Background: an optimization exercise with open tools, aiming at small area. Do not read the settings as production practice. In this exercise RTL edits were held to simulation tests only and were not proved equivalent to the original. No activity file was given, so power comes from the tool's default toggle rates.

==> flow/design.v (excerpt) <==
module processor(
    input wire clk,
    input wire reset,
    output [31:0] imem_addr,
    input wire [31:0] imem_data,
    output [31:0] dmem_addr,
    output [31:0] dmem_wdata,
    output [3:0] dmem_wstrb,
    output dmem_we,
    output dmem_re,
    input wire [31:0] dmem_rdata,
    output [31:0] x1,
    output [31:0] x2,
    output [31:0] x3,
    output [31:0] x4
);
For scale: roughly 4900 cells after synthesis, ~300 I/O pins.
Settings: LEC_CHECK=0, CAP_MARGIN=10, CORE_MARGIN=2, CORE_UTILIZATION=40, SETUP_SLACK_MARGIN=0.2, SLEW_MARGIN=20, SYNTH_HIERARCHICAL=1; clock period 12.0 ns.
standard.sh (not shown) runs the stock make flow with config.mk's settings and CLKGATE_MAP_FILE= SYNTH_SCRIPT=/design/flow/synth_recipe.tcl, a recipe that flattens the netlist after the stock synthesis.
==> flow/flow/run.sh <==
#!/bin/bash
set -e
cp standard.sh standard_sh_copy.log
export BUFFER_PORTS_ARGS="-buffer_cell sky130_fd_sc_hd__buf_1"
export CTS_ARGS="-sink_clustering_enable -repair_clock_nets -dont_use_dummy_load -buf_list sky130_fd_sc_hd__clkbuf_8 -sink_clustering_size 16 -sink_clustering_max_diameter 50"
bash standard.sh > standard.log 2>&1
The baseline finished clean.
Next try:
==> flow/flow/run.sh (replaced) <==
#!/bin/bash
set -e
cp standard.sh standard_sh_copy.log
export BUFFER_PORTS_ARGS="-buffer_cell sky130_fd_sc_hd__buf_1"
export CTS_ARGS="-sink_clustering_enable -repair_clock_nets -dont_use_dummy_load -sink_clustering_size 30 -sink_clustering_max_diameter 60"
bash standard.sh > standard.log 2>&1
- CAP_MARGIN: 10 -> 20
- SLEW_MARGIN: 20 -> 40
Count of clock-buffer cells in the layout came out lower by 17; area after synthesis is unchanged; design area increases by a few percent; core utilization increases by 0.99 points; worst hold slack barely changes.
Next try:
==> flow/flow/run.sh (replaced) <==
#!/bin/bash
set -e
cp standard.sh standard_sh_copy.log
export BUFFER_PORTS_ARGS="-buffer_cell sky130_fd_sc_hd__buf_1"
export CTS_ARGS="-sink_clustering_enable -repair_clock_nets -dont_use_dummy_load -buf_list sky130_fd_sc_hd__clkbuf_8 -sink_clustering_size 12 -sink_clustering_max_diameter 50"
bash standard.sh > standard.log 2>&1
- CAP_MARGIN: 20 -> 10
- SLEW_MARGIN: 40 -> 30
Outcome: Flip-flop and latch count is unchanged; clock-buffer cell count went up by 22; cell area went down by 1.6%; worst hold slack is about the same; combinational power barely changes; register-to-register slack got worse by 170 ps.
Next try:
==> flow/flow/run.sh (replaced) <==
#!/bin/bash
set -e
cp standard.sh standard_sh_copy.log
export BUFFER_PORTS_ARGS="-buffer_cell sky130_fd_sc_hd__buf_1"
export CTS_ARGS="-sink_clustering_enable -repair_clock_nets -dont_use_dummy_load -buf_list sky130_fd_sc_hd__clkbuf_8 -sink_clustering_size 16 -sink_clustering_max_diameter 50"
bash standard.sh > standard.log 2>&1
What happened: Final cell count hardly moves; design area barely changes; wire length stays flat; area after synthesis is unchanged; core utilization barely changes; non-clock buffer count stays the same; hold slack gains 8.0 ps; global-route usage hardly moves; count of clock-buffer cells in the layout came out lower by 5; total power came out lower by 0.59%.
Next try:
==> flow/flow/run.sh (replaced) <==
#!/bin/bash
set -e
cp standard.sh standard_sh_copy.log
export BUFFER_PORTS_ARGS="-buffer_cell sky130_fd_sc_hd__buf_1"
export CTS_ARGS="-sink_clustering_enable -repair_clock_nets -dont_use_dummy_load -buf_list sky130_fd_sc_hd__clkbuf_8 -sink_clustering_size 12 -sink_clustering_max_diameter 50"
bash standard.sh > standard.log 2>&1
- CAP_MARGIN: 10 -> 20
- SLEW_MARGIN: 30 -> 40
What happened:
- sequential share of layout area came out lower by 0.22 points
- global-route usage stays flat
- worst setup slack gains 200 ps
Next try:
==> flow/flow/run.sh (replaced) <==
#!/bin/bash
set -e
cp standard.sh standard_sh_copy.log
export BUFFER_PORTS_ARGS="-buffer_cell sky130_fd_sc_hd__buf_1"
export CTS_ARGS="-sink_clustering_enable -repair_clock_nets -dont_use_dummy_load -buf_list sky130_fd_sc_hd__clkbuf_8 -sink_clustering_size 16 -sink_clustering_max_diameter 50"
bash standard.sh > standard.log 2>&1
- CAP_MARGIN: 20 -> 10
- SLEW_MARGIN: 40 -> 25
After rerunning:
- synthesized area is unchanged
- clock-buffer cell count came out lower by 7
- utilization came out lower by 0.38 points
- sequential share of layout area came out higher by 0.34 points
- sequential power hardly moves

* * *

processor again, from the RTL that the note above started with.
// processor
module processor(
    input wire clk,
    input wire reset,
    output [31:0] imem_addr,
    input wire [31:0] imem_data,
    output [31:0] dmem_addr,
    output [31:0] dmem_wdata,
    output [3:0] dmem_wstrb,
    output dmem_we,
    output dmem_re,
    input wire [31:0] dmem_rdata,
    output [31:0] x1,
    output [31:0] x2,
    output [31:0] x3,
    output [31:0] x4
);
export LEC_CHECK = 0
export CAP_MARGIN = 10
export CORE_MARGIN = 2
export CORE_UTILIZATION = 40
export SETUP_SLACK_MARGIN = 0.2
export SLEW_MARGIN = 40
export SYNTH_HIERARCHICAL = 1
create_clock -name core_clock -period 12.0 [get_ports {clk}]
==> flow/flow/run.sh <==
#!/bin/bash
set -e
cp standard.sh standard_sh_copy.log
export BUFFER_PORTS_ARGS="-buffer_cell sky130_fd_sc_hd__buf_1"
export CTS_ARGS="-sink_clustering_enable -repair_clock_nets -dont_use_dummy_load -buf_list sky130_fd_sc_hd__clkbuf_8 -sink_clustering_size 16 -sink_clustering_max_diameter 50"
bash standard.sh > standard.log 2>&1
Then changed:
Settings changed: CAP_MARGIN 10 to 0, SLEW_MARGIN 40 to 25.
After rerunning: The new run went through all stages and came out clean; critical path depth rose by 1; maximum frequency shrinks by about 0.5%; total power stays flat; wire length barely changes; worst hold slack gains 0.0033 ns; first-iteration DRC count goes down by 1.9%; clock skew is lower by 0.024 ns; count of clock-buffer cells in the layout came out higher by 1; via count stays flat; die area stays the same; setup slack got worse by 0.057 ns.

-- static timing again, ports no longer ideal --
The results above use ideal ports. As a check the final layouts listed here were re-extracted and re-timed, cells and wires unchanged.
Step 1 assumes that a clkbuf_16 drives the clock port and a buf_2 every other input.
Step 2 also shifts input and output timing later by t, the mid clock arrival at the registers, as if the neighbouring blocks saw the same clock.
Slacks: no drivers / after step 1 / after step 2; pairs: no drivers / after step 1.
run | t (ns) | setup slack, ns | latest minus earliest clock arrival (ns) | worst data-port slew with drivers (ns) | cell pins on the clock port's net
the first run of note 1 | 0.927 | 0.480 / 0.457 / 0.457 | 0.165 / 0.165 | 0.17 | 1
the second run of note 1 | 0.751 | 0.733 / 0.602 / 0.602 | 0.100 / 0.100 | 0.16 | 1
the third run of note 1 | 0.910 | 0.574 / 0.552 / 0.552 | 0.143 / 0.143 | 0.16 | 1
the fourth run of note 1 | 0.920 | 0.464 / 0.442 / 0.442 | 0.102 / 0.101 | 0.17 | 1
the fifth run of note 1 | 0.923 | 0.665 / 0.559 / 0.559 | 0.153 / 0.153 | 0.15 | 1
the sixth run of note 1 | 0.920 | 0.554 / 0.446 / 0.446 | 0.156 / 0.156 | 0.17 | 1
the first run of note 2 | 0.885 | 0.611 / 0.504 / 0.504 | 0.179 / 0.179 | 0.16 | 1
the second run of note 2 | 0.920 | 0.554 / 0.446 / 0.446 | 0.156 / 0.156 | 0.17 | 1
After both steps setup and hold are still met in every run listed. The setup slack of the second run of note 1, which loses most, moves by -0.131 ns with the drivers and by -0.131 ns with both steps.
